From an optimization exercise on the open Yosys and OpenROAD flow, aimed at small area; shortcuts taken in it are not production practice. Only simulation tests tie the RTL to the original design; equivalence was not proved. Power figures rest on the tool's default switching activity, not on a simulated workload.

### design/flow/design.v
module rca #(parameter W = 8) (
    input  [W-1:0] a, b,
    input          ci,
    output [W-1:0] s
);
wire [W:0] c;
assign c[0] = ci;
genvar i;
generate for (i = 0; i < W; i = i + 1) begin : g
    assign s[i]   = a[i] ^ b[i] ^ c[i];
    assign c[i+1] = (a[i] & b[i]) | (c[i] & (a[i] ^ b[i]));
end endgenerate
endmodule
module dct_1d (
    input  [9:0]  x0, x1, x2, x3, x4, x5, x6, x7,
    input         row,
    output [11:0] yc0, yc1, yc2, yc3, yc4, yc5, yc6, yc7,
    output [9:0]  yr0, yr1, yr2, yr3, yr4, yr5, yr6, yr7
);
localparam N = 10;
localparam W = 14;
wire [N:0] v0, v1, v2, v3, v4, v5, v6, v7;
rca #(N+1) a0 ({x0[N-1], x0}, { x7[N-1],  x7}, 1'b0, v0);
rca #(N+1) a1 ({x1[N-1], x1}, { x6[N-1],  x6}, 1'b0, v1);
rca #(N+1) a2 ({x2[N-1], x2}, { x5[N-1],  x5}, 1'b0, v2);
rca #(N+1) a3 ({x3[N-1], x3}, { x4[N-1],  x4}, 1'b0, v3);
rca #(N+1) a4 ({x3[N-1], x3}, ~{x4[N-1], x4}, 1'b1, v4);
rca #(N+1) a5 ({x2[N-1], x2}, ~{x5[N-1], x5}, 1'b1, v5);
rca #(N+1) a6 ({x1[N-1], x1}, ~{x6[N-1], x6}, 1'b1, v6);
rca #(N+1) a7 ({x0[N-1], x0}, ~{x7[N-1], x7}, 1'b1, v7);
wire [N+1:0] v8, v9, v10, v11, t, vv13, v14;
rca #(N+2) b8  ({v0[N], v0}, { v3[N], v3}, 1'b0, v8);
rca #(N+2) b9  ({v1[N], v1}, { v2[N], v2}, 1'b0, v9);
rca #(N+2) b10 ({v1[N], v1}, ~{v2[N], v2}, 1'b1, v10);
rca #(N+2) b11 ({v0[N], v0}, ~{v3[N], v3}, 1'b1, v11);
rca #(N+2) b12 ({v4[N], v4}, { v5[N], v5}, 1'b0, t);
rca #(N+2) b13 ({v5[N], v5}, { v6[N], v6}, 1'b0, vv13);
rca #(N+2) b14 ({v6[N], v6}, { v7[N], v7}, 1'b0, v14);
wire [N+2:0] v15, v16, vv17, vv18;
rca #(N+3) c15 ({v8[N+1],  v8},  { v9[N+1], v9},  1'b0, v15);
rca #(N+3) c16 ({v8[N+1],  v8},  ~{v9[N+1], v9},  1'b1, v16);
rca #(N+3) c17 ({v10[N+1], v10}, { v11[N+1], v11}, 1'b0, vv17);
rca #(N+3) c18 ({v14[N+1], v14}, ~{t[N+1], t},    1'b1, vv18);
wire [N+2:0] s13;
rca #(N+3) d13 ({vv13[N+1], vv13}, {{2{vv13[N+1]}}, vv13[N+1:1]}, 1'b0, s13);
wire [W-1:0] v13 = {{2{s13[N+2]}}, s13[N+2:1]};
wire [W-1:0] e17 = {vv17[N+2], vv17};
wire [W-1:0] m17;
rca #(W-1) d17 (e17[W-1:1], e17[W-2:0], 1'b0, m17[W-1:1]);
assign m17[0] = e17[0];
wire s17 = row ? m17[W-3] : m17[W-1];
wire t17 = row ? m17[W-3] : m17[W-2];
wire [W-1:0] v17 = {{3{s17}}, t17, m17[W-3:2]};
wire [W-1:0] e18 = {vv18[N+2], vv18};
wire [W-1:0] m18;
rca #(W-1) d18 (e18[W-1:1], e18[W-2:0], 1'b0, m18[W-1:1]);
assign m18[0] = e18[0];
wire s18 = row ? m18[W-3] : m18[W-1];
wire t18 = row ? m18[W-3] : m18[W-2];
wire [W-1:0] v18 = {{4{s18}}, t18, m18[W-3:3]};
wire [W-1:0] th = {{3{t[N+1]}}, t[N+1:1]};
wire [W-1:0] v19;
rca #(W) d19 (th, ~v18, 1'b1, v19);
wire [W-1:0] e14 = {{2{v14[N+1]}}, v14};
wire [W-3:0] p20, q20;
rca #(W-2) d20a (e14[W-3:0], e14[W-1:2], 1'b0, p20);
rca #(W-2) d20b (p20, ~v18[W-3:0], 1'b1, q20);
wire s20 = row ? q20[W-5] : q20[W-3];
wire t20 = row ? q20[W-5] : q20[W-4];
wire [W-1:0] v20 = {{3{s20}}, t20, q20[W-5:0]};
wire [W-1:0] e11 = {{2{v11[N+1]}}, v11};
wire [W-1:0] e7  = {{3{v7[N]}}, v7};
wire [W-1:0] v21, v22, v23, v24;
rca #(W) f21 (v17, e11, 1'b0, v21);
rca #(W) f22 (e11, ~v17, 1'b1, v22);
rca #(W) f23 (v13, e7, 1'b0, v23);
rca #(W) f24 (e7, ~v13, 1'b1, v24);
wire [W-1:0] v25, v26, v27, v28;
rca #(W) g25 (v19, v24, 1'b0, v25);
rca #(W) g26 (v23, v20, 1'b0, v26);
rca #(W) g27 (v23, ~v20, 1'b1, v27);
rca #(W) g28 (v24, ~v19, 1'b1, v28);
wire [W-1:0] m3, m4, m5, m6, m7;
rca #(W-2) h3 (v28[W-1:2], v28[W-3:0], 1'b0, m3[W-1:2]);
assign m3[1:0] = v28[1:0];
wire [W-1:0] e16 = {v16[N+2], v16};
rca #(W-1) h4 (e16[W-1:1], e16[W-2:0], 1'b0, m4[W-1:1]);
assign m4[0] = e16[0];
rca #(W) h5 ({v25[W-4:0], 3'b000}, ~v25, 1'b1, m5);
rca #(W-2) h6 (v22[W-1:2], v22[W-3:0], 1'b0, m6[W-1:2]);
assign m6[1:0] = v22[1:0];
rca #(W-2) h7 (v27[W-1:2], v27[W-3:0], 1'b0, m7[W-1:2]);
assign m7[1:0] = v27[1:0];
assign yc0 = v15[12:1];
assign yc1 = {v26[13], v26[11:1]};
assign yc2 = {v21[13], v21[11:1]};
assign yc3 = {m3[13], m3[13:3]};
assign yc4 = {m4[13], m4[12:2]};
assign yc5 = {m5[13], m5[13:3]};
assign yc6 = {m6[13], m6[12:2]};
assign yc7 = {m7[13], m7[11:1]};
assign yr0 = v15[10:1];
assign yr1 = {v26[11], v26[9:1]};
assign yr2 = {v21[11], v21[9:1]};
assign yr3 = {m3[11], m3[11:3]};
assign yr4 = {m4[11], m4[10:2]};
assign yr5 = {m5[11], m5[11:3]};
assign yr6 = {m6[11], m6[10:2]};
assign yr7 = {m7[11], m7[9:1]};
endmodule
module dct_top(
    output [11:0] dct_data_out,
    input  [7:0]  dct_data_in,
    input  clk, rst, enb
);
localparam NP = 91;             
reg  [7:0]  P [0:NP-1];
reg  [11:0] B [0:55];           
reg  [9:0]  T [56:63];          
reg  [5:0]  ph;
reg conv;       
reg row_ins;    
reg row0;       
reg late;       
wire [5:0] phn = rst ? 6'd0 : enb ? ph + 6'd1 : ph;
wire convn = (phn >= 6'd18) && (phn <= 6'd25);
function [9:0] px(input [7:0] p);
    px = {{2{p[7]}}, p};
endfunction
wire [9:0] x0 = conv ? B[0][9:0]  : px(late ? P[90] : P[89]);
wire [9:0] x1 = conv ? B[8][9:0]  : px(late ? P[89] : P[88]);
wire [9:0] x2 = conv ? B[16][9:0] : px(late ? P[88] : P[87]);
wire [9:0] x3 = conv ? B[24][9:0] : px(late ? P[87] : P[86]);
wire [9:0] x4 = conv ? B[32][9:0] : px(late ? P[86] : P[85]);
wire [9:0] x5 = conv ? B[40][9:0] : px(late ? P[85] : P[84]);
wire [9:0] x6 = conv ? B[48][9:0] : px(late ? P[84] : P[83]);
wire [9:0] x7 = conv ? T[56]      : px(late ? P[83] : P[82]);
wire [11:0] c0, c1, c2, c3, c4, c5, c6, c7;
wire [9:0]  r0, r1, r2, r3, r4, r5, r6, r7;
dct_1d BF (
    .x0(x0), .x1(x1), .x2(x2), .x3(x3), .x4(x4), .x5(x5), .x6(x6), .x7(x7),
    .row(!conv),
    .yc0(c0), .yc1(c1), .yc2(c2), .yc3(c3), .yc4(c4), .yc5(c5), .yc6(c6), .yc7(c7),
    .yr0(r0), .yr1(r1), .yr2(r2), .yr3(r3), .yr4(r4), .yr5(r5), .yr6(r6), .yr7(r7));
assign dct_data_out = conv ? c0 : B[0];
integer i;
always @(posedge clk) begin
    ph      <= phn;
    conv    <= convn;
    row_ins <= (phn[2:0] == 3'd1) && !convn;
    row0    <= (phn == 6'd26);
    late    <= phn[1];
    if (rst) P[0] <= 8'd0;
    else P[0] <= dct_data_in;
    for (i = 1; i < NP; i = i + 1) P[i] <= P[i-1];
    for (i = 0; i < 55; i = i + 1) B[i] <= B[i+1];
    B[55] <= {2'b00, T[56]};
    for (i = 56; i < 63; i = i + 1) T[i] <= T[i+1];
    T[63] <= r7;
    if (conv) begin
        B[7]  <= c1;
        B[15] <= c2;
        B[23] <= c3;
        B[31] <= c4;
        B[39] <= c5;
        B[47] <= c6;
        B[55] <= c7;
    end
    if (row_ins) begin
        T[56] <= r0; T[57] <= r1; T[58] <= r2; T[59] <= r3;
        T[60] <= r4; T[61] <= r5; T[62] <= r6;
    end
    if (row0) begin
        B[55] <= {2'b00, r0};
        T[56] <= r1; T[57] <= r2; T[58] <= r3; T[59] <= r4;
        T[60] <= r5; T[61] <= r6; T[62] <= r7;
    end
end
endmodule
### design/flow/run.sh
#!/bin/bash
# synth_recipe.tcl (not shown) runs the flow's synth.tcl, then flattens the netlist and writes it again
# the make line also repeats each setting of config.mk as NAME=value (left out here)
make -C /OpenROAD-flow-scripts/flow DESIGN_CONFIG=/design/flow/config.mk WORK_HOME=/design/flow/orfs CLKGATE_MAP_FILE= SYNTH_SCRIPT=/design/flow/synth_recipe.tcl finish
### design/flow/config.mk
export PLATFORM = sky130hd
export DESIGN_NAME = dct_top
export DESIGN_NICKNAME = dct_top
export VERILOG_FILES = /design/flow/design.v
export SDC_FILE = /design/flow/constraint.sdc
export NUM_CORES = 4
export LEC_CHECK = 0
export CAP_MARGIN = 20
export CORE_MARGIN = 2
export CORE_UTILIZATION = 40
export CTS_CLUSTER_DIAMETER = 100
export CTS_CLUSTER_SIZE = 28
export SLEW_MARGIN = 20
### design/flow/constraint.sdc
create_clock -name core_clock -period 12.0 [get_ports {clk}]
set_input_delay 2.4000 -clock core_clock [delete_from_list [all_inputs] [get_ports {clk}]]
set_output_delay 2.4000 -clock core_clock [all_outputs]
set_load 0.01 [all_outputs]
==> results of run 1 <==
## critical path: cells and delay by family, from the launching register on
| family | cells | cell delay [ns] |
|---|---|---|
| buffers and inverters | 5 | 0.44 |
| AND/OR/NAND/NOR | 2 | 0.39 |
| flip-flops | 1 | 0.39 |
| AO/OA/AOI/OAI | 3 | 0.41 |
| XOR/XNOR | 3 | 0.69 |
| adder cells (fa/ha/maj) | 22 | 9.10 |
| multiplexers | 1 | 0.11 |
## power by group through the flow
stage / Combinational [mW] / Clock [mW] / Sequential, mW
after floorplan: 0.0513 / 0 / 5.26
final: 0.0693 / 2.58 / 5.17
after global routing: 0.0743 / 2.87 / 5.19
after global placement: 0.0660 / 0 / 5.29
after CTS: 0.0667 / 2.70 / 5.18
after detailed placement: 0.0666 / 0 / 5.29
## layout make-up
type	instances	area, um^2
clock inverter	16	343
sequential	1489	29800
tap	1488	1860
fill	9936	61900
clock buffer	69	1660
inverter	361	1360
multi-input combinational	1123	12900
timing repair buffer	58	502
## stage by stage
stage          std cells  TNS [ns]  setup slack, ns  cell area, um^2  utilization
3_5_place_dp        4507         0            0.203            46300        0.420
4_1_cts             4592         0            0.193            48300        0.438
6_report            4604         0            0.388            48500        0.439
5_1_grt             4604  -0.00867         -0.00867            48500        0.439
3_3_place_gp        4507         0            0.278            46300        0.420
2_1_floorplan       3042         0            0.336            44400            -
## cell families (layout without fill, tap and decap cells)
group,after synthesis,count (layout)
flops,1489,1489
fa+ha+maj,439,439
buf+inv,430,504
compound gates,253,253
simple gates,244,244
mux,161,161
xor+xnor,26,26
## what timing repair did
| item | in CTS | in global routing |
|---|---|---|
| hold buffers | 0 | 0 |
| setup endpoints to repair | 0 | 8 |
| buffers inserted | 0 | 12 |
| resized for setup | 0 | 24 |
## sequential cells by signal (all words and copies together), names as in the netlist
| register | cells |
|---|---|
| P | 728 |
| B | 672 |
| T | 80 |
| ph | 6 |
| conv | 1 |
| row0 | 1 |
| row_ins | 1 |
## worst paths after layout
kind                     to  slack [ns]
setup / recovery  B[39][11]        0.39
hold / removal     B[33][5]        0.30
setup reg to reg  B[39][11]        0.39
hold reg to reg    B[33][5]        0.30
## routing by layer
metal  global-route usage  up-vias  routed length [um]
met4               0.0590        2                3060
met2                0.209      255               32400
met3               0.0262      123                2830
met5                    0        -                  10
li1                     -     9398                   -
met1                0.173     9343               33000
## layout by cell type, fill, tap and decap left out, drive strengths merged, types with 50 or more instances in the layout
master / n
dfxtp: 1489
fa: 389
inv: 366
nand2: 121
mux2i: 110
o21ai: 104
a21oi: 80
nor2: 70
clkbuf: 69
mux2: 51
ha: 50
==> metrics.md, run 1 <==
| Metric | Value |
|---|---|
| Worst Skew | 0.0576 ns |
| Fraction of layout cells with a size suffix above 1 | 0.0658 |
| CTS clk-pin slew, worst paths | 0.10 ns |
| Period Utilization, post-route | 0.968 |
| Asr flop ratio synth | 0 |
| Post-synthesis sequential area ratio | 0.672 |
| Synthesized flop and latch total | 1,489 |
| Crit-path max cell delay | 0.58 ns |
| List of most frequent post-synthesis cells | dfxtp_1 (1,489), fa_1 (389), inv_1 (359), nand2_1 (121), mux2i_1 (110) |
| Routed WL | 71.4 mm |
| Maximum buffer depth of the clock tree | 3 |
| Routed WL per cell | 15.5 um |
| Initial core utilization | 0.402 |
| Core Footprint | 0.110 mm^2 |
| Switching Fraction | 0.205 |
| Minimum clock period | 11.61 ns |
| Most area-consuming cells after synthesis | dfxtp_1 (67%), fa_1 (18%), inv_1 (3.0%) |
| Syn Inst Count | 3,042 |
| CP startpoint | ph[1] |
| Count leader, synth | dfxtp_1 |
| Adder-cell share of the synthesized area | 0.190 |
| Hold depth | 0 |
| Via count | 19,100 |
| Gate power share | 0.009 |
| Via/cell ratio | 4.15 |
| Tot GR Track Use | 0.131 |
| Placer Congestion | 0.861 |
| Synth Area per Inst | 14.6 um^2 |
| Synth Flop Type | dfxtp_1 |
| Required @ worst endpoint | 12.59 ns |
| DRC errors left | 0 |
| HP Start | B[34][5] |
| Slew Limit Fails | 0 |
| Die X-Extent | 337 um |
| Number of global-route vias before repair | 19,500 |
| CTS root buf | clkbuf_16 |
| Cell mode on critical path | fa_1 |
| IR drop worst, VDD | 0.124 mV |
| Setup crit end kind | flip-flop |
| Layout Nets | 3,549 |
| Site row count | 122 |
| Htree depth | 3 |
| Simple-Gate Fraction of Synth Area | 0.0245 |
| I/O Buffers | 22 |
| Gr ovfl total | 0 |
| Master of the slowest instance on the critical path | fa_2 |
| Initial antenna violation count | 1 |
| Slew headroom | 0.296 |
| Drt initial violations | 952 |
| Leading area contributor after synthesis | dfxtp_1 |
| Outcome | complete, no violations |
| Top cell type's share of synthesized area | 0.672 |
| Final setup viols | 0 |
| Hold Fails Final Rpt | 0 |
| Tightest Hold Check Type | flip-flop to flip-flop |
| Sw Pwr | 1.60 mW |
| Combinational family with the most area after synthesis | adder cells |
| # IOs | 23 |
| Synth-to-layout area growth | 9.26% |
| Ant diodes | 0 |
| Compound-Gate Fraction of Synth Area | 0.0326 |
| PwrDens | 161 mW/mm^2 |
| Worst-Margin Slew | 1.06 ns |
| Xor and xnor area share after synthesis | 0.00626 |
| Sink Count | 1,489 |
| Min Hold Slack | 0.303 ns |
| WS Path Type | flip-flop to flip-flop |
| # Max-Cap Violations | 0 |
| Fmax achieved | 86.1 MHz |
| Hpwl dp | 53.4 mm |
| Worst r2r src | ph[1] |
| Post-route antenna net violation count | 0 |
| Critical Path Fanout Max | 7 |
| DIE AREA | 0.114 mm^2 |
| FF-to-FF path depth | 36 |
| Net Count, Synth | 3,492 |
| Proportion of synthesized area in mux cells | 0.0377 |
| Worst-Skew Late Latency | 0.70 ns |
| Die Ht | 337 um |
| Static Leak | 20.1 nW |
| Arr. time, crit path | 12.20 ns |
| Cell variety after synth | 46 |
| CTS Buf Count | 66 |
| Number of detailed-route iterations in the first pass | 4 |
| Clk pwr share | 0.330 |
| Post-Syn Area | 0.0444 mm^2 |
| Post-synth EDFFs | 0 |
| Global-route wire length before repair | 112 mm |
| CTS tree | done |
| Largest net degree at the start of global routing | 111 |
| Sequential share of power | 0.661 |
| Worst setup SP type | flip-flop |
| Int Pwr | 6.22 mW |
| Total Power | 7.82 mW |
| Yosys Warn Count | 4 |
==> inputs of run 2 (changes only) <==
==> design/flow/flow/run.sh (new file) <==
#!/bin/bash
cp standard.sh standard_sh.log
cp config.mk config_mk.log
export CTS_ARGS="-sink_clustering_enable -repair_clock_nets -dont_use_dummy_load -sink_clustering_size 28 -sink_clustering_max_diameter 100"
bash standard.sh > standard_run.log 2>&1
==> design/flow/standard.sh (new file) <==
#!/bin/bash
# synth_recipe.tcl (not shown) runs the flow's synth.tcl, then flattens the netlist and writes it again
# the make line also repeats each setting of config.mk as NAME=value (left out here)
make -C /OpenROAD-flow-scripts/flow DESIGN_CONFIG=/design/flow/config.mk WORK_HOME=/design/flow/orfs CLKGATE_MAP_FILE= SYNTH_SCRIPT=/design/flow/synth_recipe.tcl "${@:-finish}"
removed: design/flow/run.sh
==> metrics.md, run 2 <==
| Metric | Value |
|---|---|
| Count leader, synth | dfxtp_1 |
| Worst-Margin Slew | 1.05 ns |
| Master of the slowest instance on the critical path | fa_1 |
| Slew headroom | 0.301 |
| Initial antenna violation count | 1 |
| Drt initial violations | 925 |
| Cell variety after synth | 46 |
| Site row count | 122 |
| Synth Area per Inst | 14.6 um^2 |
| Outcome | complete, no violations |
| Routed WL | 71.1 mm |
| Slew Limit Fails | 0 |
| Final core occ | 0.436 |
| Minimum clock period | 11.62 ns |
| Tightest Hold Check Type | flip-flop to flip-flop |
| FF-to-FF path depth | 33 |
| CTS root buf | clkbuf_16 |
| Cell mode on critical path | fa_1 |
| Gr ovfl total | 0 |
| Asr flop ratio synth | 0 |
| Hpwl dp | 53.4 mm |
| Synth-to-layout area growth | 8.35% |
| DRC errors left | 0 |
| Tot GR Track Use | 0.130 |
| Static Leak | 19.9 nW |
| Maximum buffer depth of the clock tree | 3 |
| Post-synthesis sequential area ratio | 0.672 |
| Max reg flops | 728 |
| Crit-path max cell delay | 0.68 ns |
| PwrDens | 158 mW/mm^2 |
| Critical Path Fanout Max | 11 |
| CTS clk-pin slew, worst paths | 0.10 ns |
| Largest registers | P x728, B x672, T x80 |
| # IOs | 23 |
| # Max-Cap Violations | 0 |
| Post-Syn Area | 0.0444 mm^2 |
| Top cell type's share of synthesized area | 0.672 |
| Die Ht | 337 um |
| IR drop worst, VDD | 0.124 mV |
| Worst-Skew Late Latency | 0.69 ns |
| Leading area contributor after synthesis | dfxtp_1 |
| Instance count on the critical path | 33 |
| Required @ worst endpoint | 12.55 ns |
| Net Count, Synth | 3,492 |
| Worst Skew | 0.100 ns |
| Routed WL per cell | 15.5 um |
| Fraction of layout cells with a size suffix above 1 | 0.0576 |
| Htree depth | 3 |
| Number of global-route vias before repair | 19,500 |
| Initial core utilization | 0.402 |
| Fmax achieved | 86.1 MHz |
| Synth Flop Type | dfxtp_1 |
| Most area-consuming cells after synthesis | dfxtp_1 (67%), fa_1 (18%), inv_1 (3.0%) |
| Most frequent cells in the layout | dfxtp_1 (1,485), fa_1 (380), inv_1 (358) |
| Setup crit end kind | flip-flop |
| Sink Count | 1,489 |
| Fill count | 9,963 |
| Global-route wire length before repair | 112 mm |
| Post-synth EDFFs | 0 |
| Family with the most delay on the worst path | adder cells |
| Worst setup SP type | flip-flop |
| Largest net degree at the start of global routing | 111 |
| Syn Inst Count | 3,042 |
| Arr. time, crit path | 12.17 ns |
| CTS tree | done |
| Most common cell after layout, fill and taps aside | dfxtp_1 |
| Layout Nets | 3,544 |
| Post-route antenna net violation count | 0 |
| CTS Buf Count | 66 |
| Period Utilization, post-route | 0.968 |
| Number of detailed-route iterations in the first pass | 5 |
| Die X-Extent | 337 um |
| Placer Congestion | 0.861 |
| Via count | 19,000 |
| Ant diodes | 0 |
| I/O Buffers | 22 |
| Hold buffer count at CTS | 0 |
| Largest Register | P |
| Post-route setup slack | 0.380 ns |
| Via/cell ratio | 4.15 |
| Place WS | 0.203 ns |
| Hold Fails Final Rpt | 0 |
| Synthesized flop and latch total | 1,489 |
| DIE AREA | 0.114 mm^2 |
| Core Footprint | 0.110 mm^2 |
| List of most frequent post-synthesis cells | dfxtp_1 (1,489), fa_1 (389), inv_1 (359), nand2_1 (121), mux2i_1 (110) |
| Final setup viols | 0 |
| Buf/Inv on CP | 2 |
| Yosys Warn Count | 4 |
| WS Path Type | flip-flop to flip-flop |
| Hold depth | 0 |
run 2: cell count changes in the layout (fill, tap and decap cells not counted), moves of 3 or more:
cell       change
buf_4          -5
clkbuf_1       -3
clkinv_16      -6
fa_1           +7
fa_2           -7
inv_16         -3
run 2: what timing repair did:
action / 4_1_cts / 5_1_grt
gates resized for setup: 0 / 15
buffers inserted: 0 / 7
setup endpoints to repair: 0 / 7
run 2: cell type report:
cell class / count / area [um^2] / share of cell area
Clock buffer: 66 / 1650 / 0.0343
Inverter: 361 / 1360 / 0.0282
Multi-Input combinational cell: 1123 / 12900 / 0.269
Sequential cell: 1489 / 29800 / 0.620
Tap cell: 1488 / 1860 / 0.0387
Timing Repair Buffer: 53 / 464 / 0.00965
run 2: metal layers:
layer	GRT usage	part of all wire
met1	0.172	0.47
met5	0	0.00014
met3	0.0247	0.037
met4	0.0591	0.045
met2	0.209	0.45
run 2: final timing paths:
path                                from   endpoint  slack (ns)
worst max-delay path               ph[1]  B[39][11]        0.38
worst max register to register     ph[1]  B[39][11]        0.38
worst min register to register  B[34][5]   B[33][5]        0.26
worst min-delay path            B[34][5]   B[33][5]        0.26
run 2: cells by family (layout without fill, tap and decap cells):
family / Yosys count / count (layout) / synth area share
flops: 1489 / 1489 / 0.672
fa+ha+maj: 439 / 439 / 0.190
buf+inv: 430 / 480 / 0.0377
compound gates: 253 / 253 / 0.0326
simple gates: 244 / 244 / 0.0245
mux: 161 / 161 / 0.0377
xor+xnor: 26 / 26 / 0.00626
run 2: where the power goes:
group / internal, mW / total, mW / switching (mW)
Clock: 0.989 / 2.37 / 1.38
Combinational: 0.0323 / 0.0680 / 0.0357
Sequential: 5.12 / 5.17 / 0.0566
run 2: metrics by stage:
step                       TNS [ns]  hold slack (ns)  std cells  total power, mW  cell area, um^2
after detailed placement          0            0.312       4507             5.36            46300
after global placement            0            0.310       4507             5.35            46300
final                             0            0.260       4580             7.61            48100
after global routing      -0.000759            0.259       4580             7.91            48100
after CTS                         0            0.249       4573             7.73            48000
after floorplan                   0            0.310       3042             5.31            44400
==> inputs of run 3 (changes only) <==
--- a/design/flow/design.v
+++ b/design/flow/design.v
@@ -121,20 +121,28 @@
 reg conv;       
 reg row_ins;    
 reg row0;       
-reg late;       
+reg t_shift;    
+reg b_shift;    
+reg sel_a;      
+reg sel_b;      
 wire [5:0] phn = rst ? 6'd0 : enb ? ph + 6'd1 : ph;
 wire convn = (phn >= 6'd18) && (phn <= 6'd25);
+wire row_insn = (phn[2:0] == 3'd1) && !convn;
+wire row0n = (phn == 6'd26);
 function [9:0] px(input [7:0] p);
     px = {{2{p[7]}}, p};
 endfunction
-wire [9:0] x0 = conv ? B[0][9:0]  : px(late ? P[90] : P[89]);
-wire [9:0] x1 = conv ? B[8][9:0]  : px(late ? P[89] : P[88]);
-wire [9:0] x2 = conv ? B[16][9:0] : px(late ? P[88] : P[87]);
-wire [9:0] x3 = conv ? B[24][9:0] : px(late ? P[87] : P[86]);
-wire [9:0] x4 = conv ? B[32][9:0] : px(late ? P[86] : P[85]);
-wire [9:0] x5 = conv ? B[40][9:0] : px(late ? P[85] : P[84]);
-wire [9:0] x6 = conv ? B[48][9:0] : px(late ? P[84] : P[83]);
-wire [9:0] x7 = conv ? T[56]      : px(late ? P[83] : P[82]);
+function [9:0] sel3(input [9:0] b, input [7:0] pa, input [7:0] pb, input sb, input sa, input sp);
+    sel3 = ({10{sb}} & b) | ({10{sa}} & px(pa)) | ({10{sp}} & px(pb));
+endfunction
+wire [9:0] x0 = sel3(B[0][9:0],  P[89], P[90], conv, sel_a, sel_b);
+wire [9:0] x1 = sel3(B[8][9:0],  P[88], P[89], conv, sel_a, sel_b);
+wire [9:0] x2 = sel3(B[16][9:0], P[87], P[88], conv, sel_a, sel_b);
+wire [9:0] x3 = sel3(B[24][9:0], P[86], P[87], conv, sel_a, sel_b);
+wire [9:0] x4 = sel3(B[32][9:0], P[85], P[86], conv, sel_a, sel_b);
+wire [9:0] x5 = sel3(B[40][9:0], P[84], P[85], conv, sel_a, sel_b);
+wire [9:0] x6 = sel3(B[48][9:0], P[83], P[84], conv, sel_a, sel_b);
+wire [9:0] x7 = sel3(T[56],      P[82], P[83], conv, sel_a, sel_b);
 wire [11:0] c0, c1, c2, c3, c4, c5, c6, c7;
 wire [9:0]  r0, r1, r2, r3, r4, r5, r6, r7;
 dct_1d BF (
@@ -147,16 +155,16 @@
 always @(posedge clk) begin
     ph      <= phn;
     conv    <= convn;
-    row_ins <= (phn[2:0] == 3'd1) && !convn;
-    row0    <= (phn == 6'd26);
-    late    <= phn[1];
+    row_ins <= row_insn;
+    row0    <= row0n;
+    t_shift <= !(row_insn || row0n);
+    b_shift <= !(convn || row0n);
+    sel_a   <= !convn && !phn[1];
+    sel_b   <= !convn && phn[1];
     if (rst) P[0] <= 8'd0;
     else P[0] <= dct_data_in;
     for (i = 1; i < NP; i = i + 1) P[i] <= P[i-1];
     for (i = 0; i < 55; i = i + 1) B[i] <= B[i+1];
-    B[55] <= {2'b00, T[56]};
-    for (i = 56; i < 63; i = i + 1) T[i] <= T[i+1];
-    T[63] <= r7;
     if (conv) begin
         B[7]  <= c1;
         B[15] <= c2;
@@ -164,16 +172,15 @@
         B[31] <= c4;
         B[39] <= c5;
         B[47] <= c6;
-        B[55] <= c7;
     end
-    if (row_ins) begin
-        T[56] <= r0; T[57] <= r1; T[58] <= r2; T[59] <= r3;
-        T[60] <= r4; T[61] <= r5; T[62] <= r6;
-    end
-    if (row0) begin
-        B[55] <= {2'b00, r0};
-        T[56] <= r1; T[57] <= r2; T[58] <= r3; T[59] <= r4;
-        T[60] <= r5; T[61] <= r6; T[62] <= r7;
-    end
+    B[55] <= ({12{conv}} & c7) | ({12{row0}} & {2'b00, r0}) | ({12{b_shift}} & {2'b00, T[56]});
+    T[56] <= ({10{row_ins}} & r0) | ({10{row0}} & r1) | ({10{t_shift}} & T[57]);
+    T[57] <= ({10{row_ins}} & r1) | ({10{row0}} & r2) | ({10{t_shift}} & T[58]);
+    T[58] <= ({10{row_ins}} & r2) | ({10{row0}} & r3) | ({10{t_shift}} & T[59]);
+    T[59] <= ({10{row_ins}} & r3) | ({10{row0}} & r4) | ({10{t_shift}} & T[60]);
+    T[60] <= ({10{row_ins}} & r4) | ({10{row0}} & r5) | ({10{t_shift}} & T[61]);
+    T[61] <= ({10{row_ins}} & r5) | ({10{row0}} & r6) | ({10{t_shift}} & T[62]);
+    T[62] <= ({10{row_ins}} & r6) | ({10{row0}} & r7) | ({10{t_shift}} & T[63]);
+    T[63] <= r7;
 end
 endmodule
==> design/flow/run.sh (new file) <==
#!/bin/bash
# synth_recipe.tcl (not shown) runs the flow's synth.tcl, then flattens the netlist and writes it again
# the make line also repeats each setting of config.mk as NAME=value (left out here)
make -C /OpenROAD-flow-scripts/flow DESIGN_CONFIG=/design/flow/config.mk WORK_HOME=/design/flow/orfs CLKGATE_MAP_FILE= SYNTH_SCRIPT=/design/flow/synth_recipe.tcl finish
removed: design/flow/flow/run.sh
removed: design/flow/standard.sh
==> metrics.md, run 3 <==
| Metric | Value |
|---|---|
| Synth Flop Type | dfxtp_1 |
| DIE AREA | 0.111 mm^2 |
| Placed inst area | 0.0454 mm^2 |
| Critical Path Fanout Max | 15 |
| Via/cell ratio | 4.30 |
| Crit-path max cell delay | 0.62 ns |
| Worst-Skew Late Latency | 0.73 ns |
| Syn Inst Count | 2,902 |
| Count leader, synth | dfxtp_1 |
| Tot GR Track Use | 0.133 |
| WS Path Type | flip-flop to flip-flop |
| Largest registers | P x728, B x672, T x80 |
| Master of the slowest instance on the critical path | fa_1 |
| Simple-Gate Fraction of Synth Area | 0.0187 |
| Ant diodes | 0 |
| Cell mode on critical path | fa_1 |
| Largest net degree at the start of global routing | 72 |
| Most area-consuming cells after synthesis | dfxtp_1 (69%), fa_1 (18%), inv_1 (3.5%) |
| Routed WL per cell | 16.5 um |
| CTS Buf Count | 61 |
| Worst setup SP type | flip-flop |
| CTS tree | done |
| Leading area contributor after synthesis | dfxtp_1 |
| Max reg flops | 728 |
| Site row count | 120 |
| Fraction of layout cells with a size suffix above 1 | 0.0547 |
| Instance count on the critical path | 35 |
| Post-route antenna net violation count | 0 |
| Gate power share | 0.006 |
| Hpwl dp | 53.7 mm |
| IR drop worst, VDD | 0.143 mV |
| Proportion of synthesized area in mux cells | 0.00959 |
| Minimum clock period | 11.51 ns |
| Worst Skew | 0.0661 ns |
| Most common cell after layout, fill and taps aside | dfxtp_1 |
| Sink Count | 1,493 |
| Required @ worst endpoint | 12.61 ns |
| Largest Register | P |
| Core Footprint | 0.107 mm^2 |
| Total Power | 7.46 mW |
| Most frequent cells in the layout | dfxtp_1 (1,489), inv_1 (402), fa_1 (382) |
| Compound-Gate Fraction of Synth Area | 0.0422 |
| Combined area of the multi-input logic cells | 0.0118 mm^2 |
| Family with the most delay on the worst path | adder cells |
| Fmax achieved | 86.9 MHz |
| Number of global-route vias before repair | 19,500 |
| R2R Setup Slk | 0.49 ns |
| Buf/Inv on CP | 4 |
| Routed WL | 72.0 mm |
| Post-synthesis sequential area ratio | 0.688 |
| PwrDens | 158 mW/mm^2 |
| Int Pwr | 5.98 mW |
| Synth Area per Inst | 15.0 um^2 |
| Via count | 18,800 |
| Sequential share of power | 0.676 |
| Switching Fraction | 0.199 |
| Slew headroom | 0.297 |
| Combinational family with the most area after synthesis | adder cells |
| Synthesized flop and latch total | 1,493 |
| # Max-Cap Violations | 0 |
| Hold depth | 0 |
| Hold Fails Final Rpt | 0 |
| # IOs | 23 |
| I/O Buffers | 22 |
| Htree depth | 2 |
| Net Count, Synth | 3,353 |
| Layout Nets | 3,407 |
| Post-synth EDFFs | 0 |
| Final setup viols | 0 |
| Die Ht | 334 um |
| Top cell type's share of synthesized area | 0.688 |
| Worst-Margin Slew | 1.05 ns |
| Slew Limit Fails | 0 |
| Yosys Warn Count | 4 |
| Sw Pwr | 1.48 mW |
| Global-route wire length before repair | 113 mm |
| Arr. time, crit path | 12.13 ns |
| Final instance area | 0.0472 mm^2 |
| Placer Congestion | 0.859 |
| Gr ovfl total | 0 |
| Maximum buffer depth of the clock tree | 3 |
| CTS root buf | clkbuf_16 |
| Period Utilization, post-route | 0.959 |
| Outcome | complete, no violations |
| Clk pwr share | 0.318 |
| Initial antenna violation count | 0 |
| Setup crit end kind | flip-flop |
| Static Leak | 19.5 nW |
| Drt initial violations | 1,409 |
| Asr flop ratio synth | 0 |
| DRC errors left | 0 |
| Post-Syn Area | 0.0434 mm^2 |
| Seq. cell area | 0.0299 mm^2 |
| List of most frequent post-synthesis cells | dfxtp_1 (1,493), inv_1 (404), fa_1 (395), nand2_1 (121), a222oi_1 (68) |
| Min Hold Slack | 0.303 ns |
| FF-to-FF path depth | 35 |
| Cell variety after synth | 43 |
| Fill count | 9,658 |
| Adder-cell share of the synthesized area | 0.195 |
| Xor and xnor area share after synthesis | 0.00564 |
| Die X-Extent | 334 um |
| Number of detailed-route iterations in the first pass | 7 |
| Synth-to-layout area growth | 8.62% |
| CTS clk-pin slew, worst paths | 0.10 ns |
| Initial core utilization | 0.405 |
| Tightest Hold Check Type | flip-flop to flip-flop |
## run 3: cell families after synthesis
kind of cell	count (synthesis)
simple gates	189
compound gates	244
flops	1493
buf+inv	470
xor+xnor	28
fa+ha+maj	440
mux	38
## run 3: power groups by stage
stage	Clock [mW]	Combinational [mW]	Sequential, mW
after floorplan	0	0.0290	5.15
after global placement	0	0.0456	5.16
after detailed placement	0	0.0456	5.16
after global routing	2.64	0.0490	5.05
after CTS	2.47	0.0457	5.04
final	2.37	0.0463	5.04
## run 3: worst reg2reg max path, delay by kind of cell (launching register included)
family / cells / cell delay (ns)
AND/OR/NAND/NOR: 2 / 0.39
buffers and inverters: 4 / 0.35
AO/OA/AOI/OAI: 3 / 0.56
XOR/XNOR: 4 / 0.63
adder cells (fa/ha/maj): 22 / 9.10
flip-flops: 1 / 0.41
## run 3: routing by layer
layer | wire, um | track usage | part of all wire
met1 | 33100 | 0.179 | 0.46
met2 | 32900 | 0.215 | 0.46
met3 | 3240 | 0.0217 | 0.045
met4 | 2680 | 0.0533 | 0.037
met5 | 0 | 0 | 0
## run 3: path summary, 6_finish.rpt
path | startpoint | to
max reg2reg | sel_a | B[39][10]
min reg2reg | P[60][4] | P[61][4]
max | sel_a | B[39][10]
min | P[60][4] | P[61][4]
## run 3: layout make-up
type / count / area share
Sequential cell: 1493 / 0.634
Multi-Input combinational cell: 939 / 0.251
Tap cell: 1403 / 0.0372
Clock buffer: 62 / 0.0324
Inverter: 405 / 0.0322
Timing Repair Buffer: 56 / 0.0101
Clock inverter: 9 / 0.00379
## run 3: stage by stage
step,util,setup WS [ns],cells,setup TNS (ns)
after floorplan,-,0.512,2902,0
after global placement,0.423,0.249,4288,0
after detailed placement,0.423,0.147,4288,0
after CTS,0.438,0.148,4359,0
after global routing,0.440,-0.00412,4367,-0.00412
final,0.440,0.486,4367,0
## run 3: timing repair
item,in CTS,in global routing
resized for setup,0,20
setup endpoints to repair,0,15
hold buffers,0,0
buffers inserted,0,8
==> inputs of run 4 (changes only) <==
==> design/flow/flow/run.sh (new file) <==
#!/bin/bash
# The standard layout (standard.sh, unchanged synthesis), with two
# settings passed to ORFS through the environment:
#  - clock tree: clusters of at most 18 flip-flops within 60 um, each driven
#    by a clkbuf_8, and no dummy loads added for level balancing;
#  - port buffers: the smallest buffer, buf_1, on every input and output.
# Each tool's output is in the ORFS logs under orfs/logs; the make output is
# in standard_run.log.
set -euo pipefail
export CTS_ARGS="-sink_clustering_enable -repair_clock_nets -dont_use_dummy_load -sink_clustering_size 18 -sink_clustering_max_diameter 60 -buf_list sky130_fd_sc_hd__clkbuf_8"
export BUFFER_PORTS_ARGS="-buffer_cell sky130_fd_sc_hd__buf_1"
bash standard.sh > standard_run.log 2>&1
==> design/flow/standard.sh (new file) <==
#!/bin/bash
# synth_recipe.tcl (not shown) runs the flow's synth.tcl, then flattens the netlist and writes it again
# the make line also repeats each setting of config.mk as NAME=value (left out here)
make -C /OpenROAD-flow-scripts/flow DESIGN_CONFIG=/design/flow/config.mk WORK_HOME=/design/flow/orfs CLKGATE_MAP_FILE= SYNTH_SCRIPT=/design/flow/synth_recipe.tcl "${@:-finish}"
--- a/design/flow/config.mk
+++ b/design/flow/config.mk
@@ -7,7 +7,5 @@
 export LEC_CHECK = 0
 export CAP_MARGIN = 20
 export CORE_MARGIN = 2
-export CORE_UTILIZATION = 40
-export CTS_CLUSTER_DIAMETER = 100
-export CTS_CLUSTER_SIZE = 28
+export CORE_UTILIZATION = 60
 export SLEW_MARGIN = 20
removed: design/flow/run.sh
==> metrics.md, run 4 <==
| Metric | Value |
|---|---|
| Slew headroom | 0.220 |
| Number of detailed-route iterations in the first pass | 9 |
| Tightest Hold Check Type | flip-flop to flip-flop |
| Die Ht | 273 um |
| Site row count | 98 |
| Leading area contributor after synthesis | dfxtp_1 |
| WS Path Type | flip-flop to flip-flop |
| Global-route wire length before repair | 120 mm |
| Sw Pwr | 1.40 mW |
| Crit-path max cell delay | 0.60 ns |
| Arr. time, crit path | 12.22 ns |
| Required @ worst endpoint | 12.59 ns |
| CP startpoint | conv |
| Via/cell ratio | 4.90 |
| Number of global-route vias before repair | 20,700 |
| Slew Limit Fails | 0 |
| CTS tree | done |
| Initial antenna violation count | 1 |
| Layout Nets | 3,438 |
| Worst setup SP type | flip-flop |
| I/O Buffers | 22 |
| RR Endpoint | B[39][10] |
| Worst Skew | 0.125 ns |
| Top cell type's share of synthesized area | 0.688 |
| Fmax achieved | 86.0 MHz |
| # IOs | 23 |
| Static Leak | 19.3 nW |
| Drt initial violations | 1,375 |
| Critical Path Fanout Max | 14 |
| Post-Syn Area | 0.0434 mm^2 |
| Largest net degree at the start of global routing | 72 |
| Grt met1 use | 0.274 |
| Outcome | complete, no violations |
| Switching Fraction | 0.196 |
| Combined area of the multi-input logic cells | 0.0119 mm^2 |
| Setup crit end kind | flip-flop |
| GR peak layer | met2 |
| Post-route antenna net violation count | 0 |
| M3 GR Usage | 0.0303 |
| Cell variety after synth | 43 |
| Post-synthesis sequential area ratio | 0.688 |
| Largest Register | P |
| Grt met2 use | 0.376 |
| Sequential share of power | 0.704 |
| Period Utilization, post-route | 0.969 |
| Gate power share | 0.005 |
| Initial core utilization | 0.607 |
| Most area-consuming cells after synthesis | dfxtp_1 (69%), fa_1 (18%), inv_1 (3.5%) |
| Worst-Skew Late Latency | 0.73 ns |
| Place WS | 0.118 ns |
| Hpwl dp | 58.0 mm |
| Cell mode on critical path | fa_1 |
| Sink Count | 1,493 |
| Max reg flops | 728 |
| Crit path capture | B[39][10] |
| Placer Congestion | 0.918 |
| DRC errors left | 0 |
| Worst-Margin Slew | 1.17 ns |
| Post-synth EDFFs | 0 |
| Synthesized flop and latch total | 1,493 |
| Post-route setup slack | 0.370 ns |
| IR drop worst, VDD | 0.151 mV |
| Tot GR Track Use | 0.216 |
| Net Count, Synth | 3,353 |
| # Max-Cap Violations | 0 |
| Die X-Extent | 273 um |
| Core Footprint | 0.0716 mm^2 |
| CTS clk-pin slew, worst paths | 0.11 ns |
| FF-to-FF path depth | 35 |
| Synth Flop Type | dfxtp_1 |
| Hold Fails Final Rpt | 0 |
| Asr flop ratio synth | 0 |
| Count leader, synth | dfxtp_1 |
| Hold depth | 0 |
| Final core occ | 0.644 |
| Most common cell after layout, fill and taps aside | dfxtp_1 |
| Largest registers | P x728, B x672, T x80 |
| Maximum buffer depth of the clock tree | 3 |
| Htree depth | 3 |
| Fraction of layout cells with a size suffix above 1 | 0.0640 |
| Syn Inst Count | 2,902 |
| CTS root buf | clkbuf_8 |
| DIE AREA | 0.0746 mm^2 |
| List of most frequent post-synthesis cells | dfxtp_1 (1,493), inv_1 (404), fa_1 (395), nand2_1 (121), a222oi_1 (68) |
| Int Pwr | 5.77 mW |
| Routed WL per cell | 19.6 um |
| CTS Buf Count | 99 |
| Minimum clock period | 11.63 ns |
| R2R Setup Slk | 0.37 ns |
| Gr ovfl total | 0 |
| Synth Area per Inst | 15.0 um^2 |
| PwrDens | 156 mW/mm^2 |
| Yosys Warn Count | 4 |
| Clk pwr share | 0.291 |
| Synth-to-layout area growth | 6.16% |
| Via count | 19,300 |
| Master of the slowest instance on the critical path | fa_1 |
| Seq. cell area | 0.0299 mm^2 |
| Fill count | 5,257 |
| Final setup viols | 0 |
| Most frequent cells in the layout | dfxtp_1 (1,489), inv_1 (403), fa_1 (376) |
| Worst r2r src | conv |
| Routed WL | 77.3 mm |
## run 4: power groups by stage
| stage | combinational [mW] | sequential, mW | clock [mW] |
|---|---|---|---|
| 5_1_grt | 0.0370 | 5.06 | 2.35 |
| 6_report | 0.0349 | 5.05 | 2.09 |
| 3_3_place_gp | 0.0319 | 5.17 | 0 |
| 4_1_cts | 0.0330 | 5.06 | 2.17 |
| 2_1_floorplan | 0.0290 | 5.15 | 0 |
| 3_5_place_dp | 0.0328 | 5.17 | 0 |
## run 4: metal layers
metal / share of wire / vias to the layer above
met3: 0.038 / 139
met5: 0 / -
met1: 0.42 / 9627
met4: 0.042 / 0
li1: - / 9072
met2: 0.50 / 443
## run 4: worst max-delay path: cells and delay by family, from the launching register on
kind / cells / cell delay, ns
adder cells (fa/ha/maj): 22 / 9.25
XOR/XNOR: 4 / 0.64
AO/OA/AOI/OAI: 3 / 0.56
flip-flops: 1 / 0.41
AND/OR/NAND/NOR: 2 / 0.40
buffers and inverters: 4 / 0.30
## run 4: worst min-delay path by stage
stage               from         to  slack (ns)
3_3_place_gp    B[44][6]   B[43][6]        0.31
5_1_grt        B[30][10]  B[29][10]        0.24
6_report       B[27][10]  B[26][10]        0.24
2_1_floorplan    B[1][0]    B[0][0]        0.31
4_1_cts        B[27][10]  B[26][10]        0.24
3_5_place_dp   B[38][11]  B[37][11]        0.31
## run 4: logic make-up (layout without fill, tap and decap cells)
family / Yosys count / in the layout / share of synthesized area
compound gates: 244 / 244 / 0.0422
xor+xnor: 28 / 28 / 0.00564
fa+ha+maj: 440 / 440 / 0.195
buf+inv: 470 / 553 / 0.0410
flops: 1493 / 1493 / 0.688
mux: 38 / 38 / 0.00959
other cells: 0 / 1 / 0
simple gates: 189 / 189 / 0.0187
## run 4: layout make-up
cell class / instances / share of cell area
Sequential cell: 1493 / 0.648
Multi-Input combinational cell: 939 / 0.257
Inverter: 405 / 0.0330
Clock buffer: 99 / 0.0295
Tap cell: 950 / 0.0258
Timing Repair Buffer: 49 / 0.00643
Antenna cell: 1 / 0.0000543
## run 4: per-stage QoR
step | hold slack (ns) | cells | total power, mW | TNS, ns | area, um^2
5_1_grt | 0.244 | 3936 | 7.45 | -0.0111 | 46100
2_1_floorplan | 0.310 | 2902 | 5.18 | 0 | 43400
6_report | 0.239 | 3936 | 7.17 | 0 | 46100
3_5_place_dp | 0.312 | 3829 | 5.20 | 0 | 44600
4_1_cts | 0.241 | 3928 | 7.25 | 0 | 46000
3_3_place_gp | 0.309 | 3829 | 5.20 | 0 | 44600
## run 4: timing repair
action,in CTS,in global routing
resized for setup,0,28
buffers inserted,0,7
endpoints found under the setup margin,0,5
hold buffers,0,0
endpoints found under the hold margin,0,0
==> inputs of run 5 (changes only) <==
==> design/flow/flow/run.sh (replaced) <==
#!/bin/bash
# The standard layout (standard.sh), with:
#  - the standard synthesis, unchanged; its netlist then goes through
#    flow/bubble.py, which moves inverters across full-adder cells (a full
#    adder with all inputs and outputs complemented is the same cell) so
#    that fewer inverters are needed; registers are not touched;
#  - clock tree: clusters of at most 18 flip-flops within 60 um, each driven
#    by a clkbuf_8, and no dummy loads added for level balancing;
#  - port buffers: the smallest buffer, buf_1, on every input and output.
# Logs: synth_run.log (synthesis), bubble.log (netlist pass),
# standard_run.log (floorplan to finish); ORFS's own logs are under orfs/logs.
set -euo pipefail
export CTS_ARGS="-sink_clustering_enable -repair_clock_nets -dont_use_dummy_load -sink_clustering_size 18 -sink_clustering_max_diameter 60 -buf_list sky130_fd_sc_hd__clkbuf_8"
export BUFFER_PORTS_ARGS="-buffer_cell sky130_fd_sc_hd__buf_1"
bash standard.sh synth > synth_run.log 2>&1
R="$PWD/orfs/results/sky130hd/dct_top/base"
cp "$R/1_2_yosys.v" "$PWD/standard_netlist.v"
python3 flow/bubble.py "$PWD/standard_netlist.v" "$R/1_2_yosys.v" bubble.log > bubble_stdout.log 2>&1
rm -f "$R/1_synth.odb" "$R/1_synth.sdc"
bash standard.sh > standard_run.log 2>&1
==> design/flow/flow/bubble.py (new file) <==
#!/usr/bin/env python3
"""Inverter bubble-pushing through full adders in a mapped netlist.

A full adder is self-dual: FA(~a, ~b, ~c) = (~sum, ~cout).  Synthesis leaves
inverters on many full-adder inputs and outputs (subtractions).  This script
reads the flat netlist written by the standard synthesis, removes its
inverters, chooses for every full-adder cell whether it computes its outputs
in true or in complemented form (local search that minimises the number of
signals that must be available in both forms), and rebuilds the inverters:
one per signal that some input pin needs in the polarity it is not produced
in.  The logic function at every register and port is unchanged; registers
and their names are untouched.

usage: bubble.py IN.v OUT.v [LOG]
"""
import re, sys, random
from collections import defaultdict

src = open(sys.argv[1]).read()
log = open(sys.argv[3], 'w') if len(sys.argv) > 3 else sys.stdout

inst_re = re.compile(r'^(\s*)(sky130_fd_sc_hd__\w+)\s+(\\\S+ |\S+)\s*\(\n(.*?)\n\s*\);\n', re.S | re.M)
pin_re = re.compile(r'\.(\w+)\(([^()]*)\)')
OUTP = {'X', 'Y', 'Q', 'Q_N', 'SUM', 'COUT', 'HI', 'LO'}

matches = list(inst_re.finditer(src))
assert matches, 'no instances found'
head = src[:matches[0].start()]
tail = src[matches[-1].end():]
# everything between instances must be whitespace only
for a, b in zip(matches, matches[1:]):
    assert src[a.end():b.start()].strip() == '', 'unexpected text between instances'
assert tail.strip() == 'endmodule', 'unexpected tail: %r' % tail[:200]
assert 'assign' not in head

cells = []
for m in matches:
    typ, name = m.group(2), m.group(3)
    pins = [(p, e.strip()) for p, e in pin_re.findall(m.group(4))]
    cells.append([typ, name, pins])

# output port nets
outnets = set()
for m in re.finditer(r'^\s*output\s+(?:\[(\d+):(\d+)\]\s*)?(\w+)\s*;', head, re.M):
    if m.group(1) is not None:
        hi, lo = int(m.group(1)), int(m.group(2))
        for i in range(min(hi, lo), max(hi, lo) + 1):
            outnets.add('%s[%d]' % (m.group(3), i))
    else:
        outnets.add(m.group(3))

is_inv = lambda t: re.match(r'sky130_fd_sc_hd__inv_\d+$', t) is not None
is_fa = lambda t: re.match(r'sky130_fd_sc_hd__fa_\d+$', t) is not None

drv = {}
for i, (t, n, pins) in enumerate(cells):
    for p, e in pins:
        if p in OUTP:
            drv[e] = i

inv_in = {}      # output net -> input net, for removable inverters
removed = set()
for i, (t, n, pins) in enumerate(cells):
    if is_inv(t):
        d = dict(pins)
        if d['Y'] not in outnets:
            inv_in[d['Y']] = d['A']
            removed.add(i)

def base(net):
    c = 0
    seen = 0
    while net in inv_in:
        net = inv_in[net]
        c ^= 1
        seen += 1
        assert seen < 100
    return net, c

fas = [i for i, (t, n, p) in enumerate(cells) if is_fa(t)]
fa_k = {c: k for k, c in enumerate(fas)}
fixed = set()
for i in fas:
    for p, e in cells[i][1 + 1]:
        if p in OUTP and e in outnets:
            fixed.add(fa_k[i])

reqs = defaultdict(list)      # base net -> list of (c, consumer fa k or None)
for i, (t, n, pins) in enumerate(cells):
    if i in removed:
        continue
    for p, e in pins:
        if p in OUTP:
            continue
        b, c = base(e)
        reqs[b].append((c, fa_k.get(i)))
for e in outnets:
    b, c = base(e)
    if b != e:
        reqs[b].append((c, None))

def drv_k(b):
    i = drv.get(b)
    return fa_k.get(i) if i is not None else None
bdrv = {b: drv_k(b) for b in reqs}
users = defaultdict(set)
for b, lst in reqs.items():
    for c, k in lst:
        if k is not None:
            users[k].add(b)
    if bdrv[b] is not None:
        users[bdrv[b]].add(b)

def bad(f, b):
    dk = bdrv[b]
    dp = f[dk] if dk is not None else 0
    for c, k in reqs[b]:
        if (c ^ (f[k] if k is not None else 0)) != dp:
            return 1
    return 0

def total(f):
    return sum(bad(f, b) for b in reqs)

def local(f, k):
    return sum(bad(f, b) for b in users[k])

random.seed(12345)
nfa = len(fas)
best_f = [0] * nfa
best = total(best_f)
print('inverters before: %d (removable %d), full adders: %d, model cost: %d'
      % (sum(1 for t, n, p in cells if is_inv(t)), len(removed), nfa, best), file=log)
for restart in range(40):
    f = [0] * nfa if restart == 0 else [random.randint(0, 1) if k not in fixed else 0 for k in range(nfa)]
    improved = True
    while improved:
        improved = False
        order = list(range(nfa))
        random.shuffle(order)
        for k in order:
            if k in fixed:
                continue
            a = local(f, k)
            f[k] ^= 1
            if local(f, k) < a:
                improved = True
            else:
                f[k] ^= 1
    c = total(f)
    if c < best:
        best, best_f = c, f[:]
f = best_f
print('inverters after: %d, full adders flipped: %d' % (best, sum(f)), file=log)

# rebuild connections
phys = {}
def physpol(b):
    dk = bdrv.get(b, drv_k(b))
    return f[dk] if dk is not None else 0
comp = {}
newwires = []
newcells = []
def get_comp(b):
    if b not in comp:
        w = '_bub%d_' % len(comp)
        comp[b] = w
        newwires.append(w)
        newcells.append(['sky130_fd_sc_hd__inv_1', '_bubinv%d_' % len(newcells), [('A', b), ('Y', w)]])
    return comp[b]

for i, cell in enumerate(cells):
    if i in removed:
        continue
    t, n, pins = cell
    fk = f[fa_k[i]] if i in fa_k else 0
    newpins = []
    for p, e in pins:
        if p in OUTP:
            newpins.append((p, e))
            continue
        b, c = base(e)
        want = c ^ fk
        newpins.append((p, b if want == physpol(b) else get_comp(b)))
    cell[2] = newpins
# output ports fed through removed inverters cannot happen (kept), but ports
# driven directly by a flipped adder are excluded by 'fixed'.
for e in outnets:
    b, c = base(e)
    assert b == e

def fmt(e):
    return e + ' ' if e.startswith('\\') else e

out = [head.rstrip('\n') + '\n']
for w in newwires:
    out.append('  wire %s;\n' % w)
for i, (t, n, pins) in enumerate(cells + newcells):
    if i < len(cells) and i in removed:
        continue
    out.append('  %s %s (\n' % (t, n.rstrip() + (' ' if n.startswith('\\') else '')))
    out.append(',\n'.join('    .%s(%s)' % (p, fmt(e)) for p, e in pins))
    out.append('\n  );\n')
out.append('endmodule\n')
open(sys.argv[2], 'w').write(''.join(out))
print('wrote %s: %d inverters' % (sys.argv[2], sum(1 for t, n, p in cells + newcells if is_inv(t)) - len(removed)), file=log)
==> metrics.md, run 5 <==
| Metric | Value |
|---|---|
| Synth Area per Inst | 15.4 um^2 |
| CTS clk-pin slew, worst paths | 0.10 ns |
| Die X-Extent | 272 um |
| Master of the slowest instance on the critical path | fa_2 |
| Critical Path Fanout Max | 13 |
| Arr. time, crit path | 12.16 ns |
| # IOs | 23 |
| Slew Limit Fails | 0 |
| CP startpoint | sel_b |
| Minimum clock period | 11.58 ns |
| Hold buffer count at CTS | 0 |
| Setup crit end kind | flip-flop |
| Yosys Warn Count | 4 |
| Post-route setup slack | 0.421 ns |
| I/O Buffers | 22 |
| Maximum buffer depth of the clock tree | 3 |
| CTS tree | done |
| Gr ovfl total | 0 |
| Gate power share | 0.006 |
| CTS Buf Count | 99 |
| Required @ worst endpoint | 12.59 ns |
| Hpwl dp | 58.3 mm |
| Core Footprint | 0.0712 mm^2 |
| Die Ht | 272 um |
| Initial antenna violation count | 4 |
| Cell mode on critical path | fa_1 |
| Htree depth | 3 |
| Syn Inst Count | 2,806 |
| Sw Pwr | 1.41 mW |
| # Max-Cap Violations | 0 |
| Fraction of layout cells with a size suffix above 1 | 0.0659 |
| Static Leak | 19.1 nW |
| Int Pwr | 5.77 mW |
| Site row count | 98 |
| DRC errors left | 0 |
| Drt initial violations | 1,430 |
| Number of global-route vias before repair | 20,300 |
| CTS root buf | clkbuf_8 |
| PwrDens | 157 mW/mm^2 |
| Via count | 18,800 |
| Crit-path max cell delay | 0.57 ns |
| Number of detailed-route iterations in the first pass | 8 |
| Outcome | complete, no violations |
| IR drop worst, VDD | 0.154 mV |
| Clk pwr share | 0.291 |
| Via/cell ratio | 4.87 |
| Placed inst area | 0.0444 mm^2 |
| Tot GR Track Use | 0.217 |
| Routed WL | 77.2 mm |
| Largest net degree at the start of global routing | 71 |
| HP Start | B[53][1] |
| Synth-to-layout area growth | 6.34% |
| Post-Syn Area | 0.0431 mm^2 |
| Sequential share of power | 0.703 |
| Worst-Margin Slew | 1.19 ns |
| Place WS | 0.0644 ns |
| Hold Fails Final Rpt | 0 |
| Worst-Skew Late Latency | 0.77 ns |
| DIE AREA | 0.0740 mm^2 |
| Max reg flops | 728 |
| Total Power | 7.18 mW |
| Post-route antenna net violation count | 0 |
| Final setup viols | 0 |
| Largest registers | P x728, B x672, T x80 |
| Worst setup SP type | flip-flop |
| WS Path Type | flip-flop to flip-flop |
| Switching Fraction | 0.196 |
| Final instance area | 0.0458 mm^2 |
| Placer Congestion | 0.904 |
| Period Utilization, post-route | 0.965 |
| Most common cell after layout, fill and taps aside | dfxtp_1 |
| Largest Register | P |
| Worst Skew | 0.137 ns |
| Sink Count | 1,493 |
| Layout Nets | 3,351 |
| Net Count, Synth | 3,257 |
| Slew headroom | 0.204 |
| Initial core utilization | 0.605 |
| Global-route wire length before repair | 119 mm |
| Tightest Hold Check Type | flip-flop to flip-flop |
| Most frequent cells in the layout | dfxtp_1 (1,489), fa_1 (383), inv_1 (306) |
| Worst r2r src | sel_b |
| Fmax achieved | 86.4 MHz |
| Final core occ | 0.643 |
| Routed WL per cell | 20.1 um |
==> run 5: cell type report <==
cell class	instances	area [um^2]
Clock buffer	99	1360
Timing Repair Buffer	58	382
Tap cell	950	1190
Fill cell	5175	25400
Inverter	309	1160
Sequential cell	1493	29900
Antenna cell	1	2.50
Multi-Input combinational cell	939	11800
==> run 5: per-stage QoR <==
| stage | hold slack (ns) | instances | TNS [ns] |
|---|---|---|---|
| 2_1_floorplan | 0.310 | 2806 | 0 |
| 3_3_place_gp | 0.309 | 3745 | 0 |
| 3_5_place_dp | 0.312 | 3745 | 0 |
| 4_1_cts | 0.236 | 3844 | 0 |
| 5_1_grt | 0.254 | 3849 | -0.0208 |
| 6_report | 0.256 | 3849 | 0 |
==> run 5: timing repair <==
item	4_1_cts	5_1_grt
setup endpoints to repair	0	6
hold endpoints to repair	0	0
gates resized for setup	0	18
setup buffers	0	4
==> run 5: worst paths after layout <==
kind               end  slack [ns]  depth (start not counted)
min           B[52][1]        0.26                          0
min reg2reg   B[52][1]        0.26                          0
max reg2reg  B[39][10]        0.42                         35
max          B[39][10]        0.42                         35
==> run 5: per-layer routing <==
metal	routed length, um	vias to the layer above	GRT usage	part of all wire
li1	-	8902	-	-
met1	33200	9266	0.285	0.43
met2	37100	442	0.360	0.48
met3	3740	143	0.0364	0.048
met4	3210	2	0.0933	0.042
met5	13	-	0	0.00017
==> run 5: power groups by stage <==
| stage | registers, mW | clock network [mW] | logic (mW) |
|---|---|---|---|
| after detailed placement | 5.16 | 0 | 0.0443 |
| after floorplan | 5.15 | 0 | 0.0290 |
| after global routing | 5.06 | 2.35 | 0.0482 |
| after CTS | 5.05 | 2.17 | 0.0444 |
| final | 5.05 | 2.09 | 0.0455 |
| after global placement | 5.16 | 0 | 0.0429 |
==> run 5: worst max-delay path: cells and delay by family, from the launching register on <==
family	cells	cell delay, ns
AND/OR/NAND/NOR	2	0.40
XOR/XNOR	4	0.57
adder cells (fa/ha/maj)	22	9.04
buffers and inverters	4	0.32
AO/OA/AOI/OAI	3	0.79
flip-flops	1	0.39
==> inputs of run 6 (changes only) <==
--- a/design/flow/design.v
+++ b/design/flow/design.v
@@ -86,7 +86,8 @@
 wire [W-1:0] e16 = {v16[N+2], v16};
 rca #(W-1) h4 (e16[W-1:1], e16[W-2:0], 1'b0, m4[W-1:1]);
 assign m4[0] = e16[0];
-rca #(W) h5 ({v25[W-4:0], 3'b000}, ~v25, 1'b1, m5);
+rca #(W-3) h5 (v25[W-4:0], ~v25[W-1:3], ~|v25[2:0], m5[W-1:3]);
+assign m5[2:0] = 3'b000;
 rca #(W-2) h6 (v22[W-1:2], v22[W-3:0], 1'b0, m6[W-1:2]);
 assign m6[1:0] = v22[1:0];
 rca #(W-2) h7 (v27[W-1:2], v27[W-3:0], 1'b0, m7[W-1:2]);
==> metrics.md, run 6 <==
| Metric | Value |
|---|---|
| Outcome | complete, no violations |
| Largest Register | P |
| Tot GR Track Use | 0.224 |
| Sequential share of power | 0.704 |
| Core Footprint | 0.0712 mm^2 |
| Sink Count | 1,493 |
| DIE AREA | 0.0739 mm^2 |
| Worst-Skew Late Latency | 0.75 ns |
| Initial antenna violation count | 7 |
| Critical Path Fanout Max | 10 |
| Layout Nets | 3,346 |
| Maximum buffer depth of the clock tree | 3 |
| R2R Setup Slk | 0.54 ns |
| Synth-to-layout area growth | 6.26% |
| Placed inst area | 0.0443 mm^2 |
| Syn Inst Count | 2,806 |
| I/O Buffers | 22 |
| Die Ht | 272 um |
| # Max-Cap Violations | 0 |
| Buf/Inv on CP | 4 |
| DRC errors left | 0 |
| Post-route setup slack | 0.539 ns |
| Largest net degree at the start of global routing | 139 |
| Largest registers | P x728, B x672, T x80 |
| CTS tree | done |
| Via count | 18,800 |
| Final core occ | 0.642 |
| Routed WL per cell | 20.7 um |
| Cell mode on critical path | fa_1 |
| Clk pwr share | 0.290 |
| Total Power | 7.17 mW |
| Combined area of the multi-input logic cells | 0.0118 mm^2 |
| Hpwl dp | 60.0 mm |
| Seq. cell area | 0.0299 mm^2 |
| PwrDens | 157 mW/mm^2 |
| Crit-path max cell delay | 0.58 ns |
| Most common cell after layout, fill and taps aside | dfxtp_1 |
| Via/cell ratio | 4.90 |
| Required @ worst endpoint | 12.61 ns |
| Number of global-route vias before repair | 20,200 |
| Setup TNS | 0 ns |
| WS Path Type | flip-flop to flip-flop |
| Fmax achieved | 87.3 MHz |
| Initial core utilization | 0.604 |
| Placer Congestion | 0.888 |
| Post-Syn Area | 0.0431 mm^2 |
| Most frequent cells in the layout | dfxtp_1 (1,489), fa_1 (382), inv_1 (302) |
| Arr. time, crit path | 12.07 ns |
| CTS root buf | clkbuf_8 |
| Fill count | 5,114 |
| Gr ovfl total | 0 |
| # IOs | 23 |
| Number of detailed-route iterations in the first pass | 8 |
| Site row count | 98 |
| Yosys Warn Count | 4 |
| Post-route antenna net violation count | 0 |
| Tightest Hold Check Type | flip-flop to flip-flop |
| Worst Skew | 0.0975 ns |
| Sw Pwr | 1.41 mW |
| Fraction of layout cells with a size suffix above 1 | 0.0646 |
| Minimum clock period | 11.46 ns |
| Max reg flops | 728 |
| Final setup viols | 0 |
| Synth Area per Inst | 15.3 um^2 |
| Drt initial violations | 1,338 |
| Routed WL | 79.5 mm |
| CTS clk-pin slew, worst paths | 0.11 ns |
| Global-route wire length before repair | 122 mm |
| Worst setup SP type | flip-flop |
| Min Hold Slack | 0.293 ns |
| Hold Fails Final Rpt | 0 |
| Switching Fraction | 0.197 |
| Net Count, Synth | 3,257 |
| Family with the most delay on the worst path | adder cells |
| DP Cell Count | 3,734 |
| Place WS | 0.143 ns |
| Period Utilization, post-route | 0.955 |
| Slew headroom | 0.238 |
| CTS Buf Count | 97 |
| Int Pwr | 5.76 mW |
| Worst-Margin Slew | 1.14 ns |
| Fin cells | 3,847 |
| Gate power share | 0.006 |
| Setup crit end kind | flip-flop |
| Master of the slowest instance on the critical path | fa_2 |
| IR drop worst, VDD | 0.149 mV |
| Final instance area | 0.0458 mm^2 |
| Static Leak | 19.0 nW |
| Htree depth | 3 |
| Hold buffer count at CTS | 0 |
| Slew Limit Fails | 0 |
| Die X-Extent | 272 um |
-- run 6: repair_timing --
item | CTS | global route
gates resized for setup | 0 | 20
buffers inserted | 0 | 12
endpoints found under the hold margin | 0 | 0
endpoints found under the setup margin | 0 | 19
-- run 6: power by group through the flow --
stage / Sequential [mW] / Combinational [mW] / Clock [mW]
after CTS: 5.05 / 0.0431 / 2.15
after global routing: 5.05 / 0.0478 / 2.33
after detailed placement: 5.16 / 0.0430 / 0
after floorplan: 5.15 / 0.0283 / 0
after global placement: 5.16 / 0.0422 / 0
final: 5.04 / 0.0452 / 2.08
-- run 6: layer usage --
layer,up-vias,part of all wire,GRT usage
met2,415,0.49,0.372
met4,0,0.042,0.0940
met5,-,0,0
met3,143,0.043,0.0361
li1,8899,-,-
met1,9390,0.43,0.295
-- run 6: final timing paths --
| check | from | to | cells past startpoint |
|---|---|---|---|
| worst max-delay path | sel_a | B[39][10] | 33 |
| worst min-delay path | P[41][7] | P[42][7] | 0 |
| worst max register to register | sel_a | B[39][10] | 33 |
| worst min register to register | P[41][7] | P[42][7] | 0 |
-- run 6: area by class of cell --
class | count | area share
diodes | 4 | 0.000219
clock buffers | 97 | 0.0292
inverters | 305 | 0.0250
multi-input cells | 943 | 0.258
flip-flops and latches | 1493 | 0.654
well taps | 950 | 0.0260
repair buffers | 55 | 0.00766

## what the ideal ports hide
The results above use ideal ports. As a check the final layouts listed here were re-extracted and re-timed, cells and wires unchanged. Step 1: set_driving_cell puts a clkbuf_16 on clk and a buf_2 on each other input, an assumption about the parent block. Step 2 times the ports against the registers' clock, not the clock port: input delays grow and output delays shrink by t, the midpoint of the rising clock arrivals with the driver on. Three values: ideal ports, drivers, drivers and shift; two values: the first two.
run | t (ns) | setup WS [ns] | worst setup path at the end | clock arrival spread, ns | worst slew at a driven data input, ns
run 1 | 0.734 | 0.388 / 0.388 / 0.388 | register to register | 0.065 / 0.065 | 0.17
run 2 | 0.703 | 0.380 / 0.380 / 0.380 | register to register | 0.115 / 0.115 | 0.17
run 3 | 0.758 | 0.486 / 0.486 / 0.486 | register to register | 0.067 / 0.067 | 0.03
run 4 | 0.740 | 0.370 / 0.370 / 0.370 | register to register | 0.125 / 0.125 | 0.05
run 5 | 0.765 | 0.421 / 0.421 / 0.421 | register to register | 0.140 / 0.140 | 0.05
run 6 | 0.764 | 0.539 / 0.539 / 0.539 | register to register | 0.105 / 0.105 | 0.04
After both steps setup and hold are still met in every run listed.
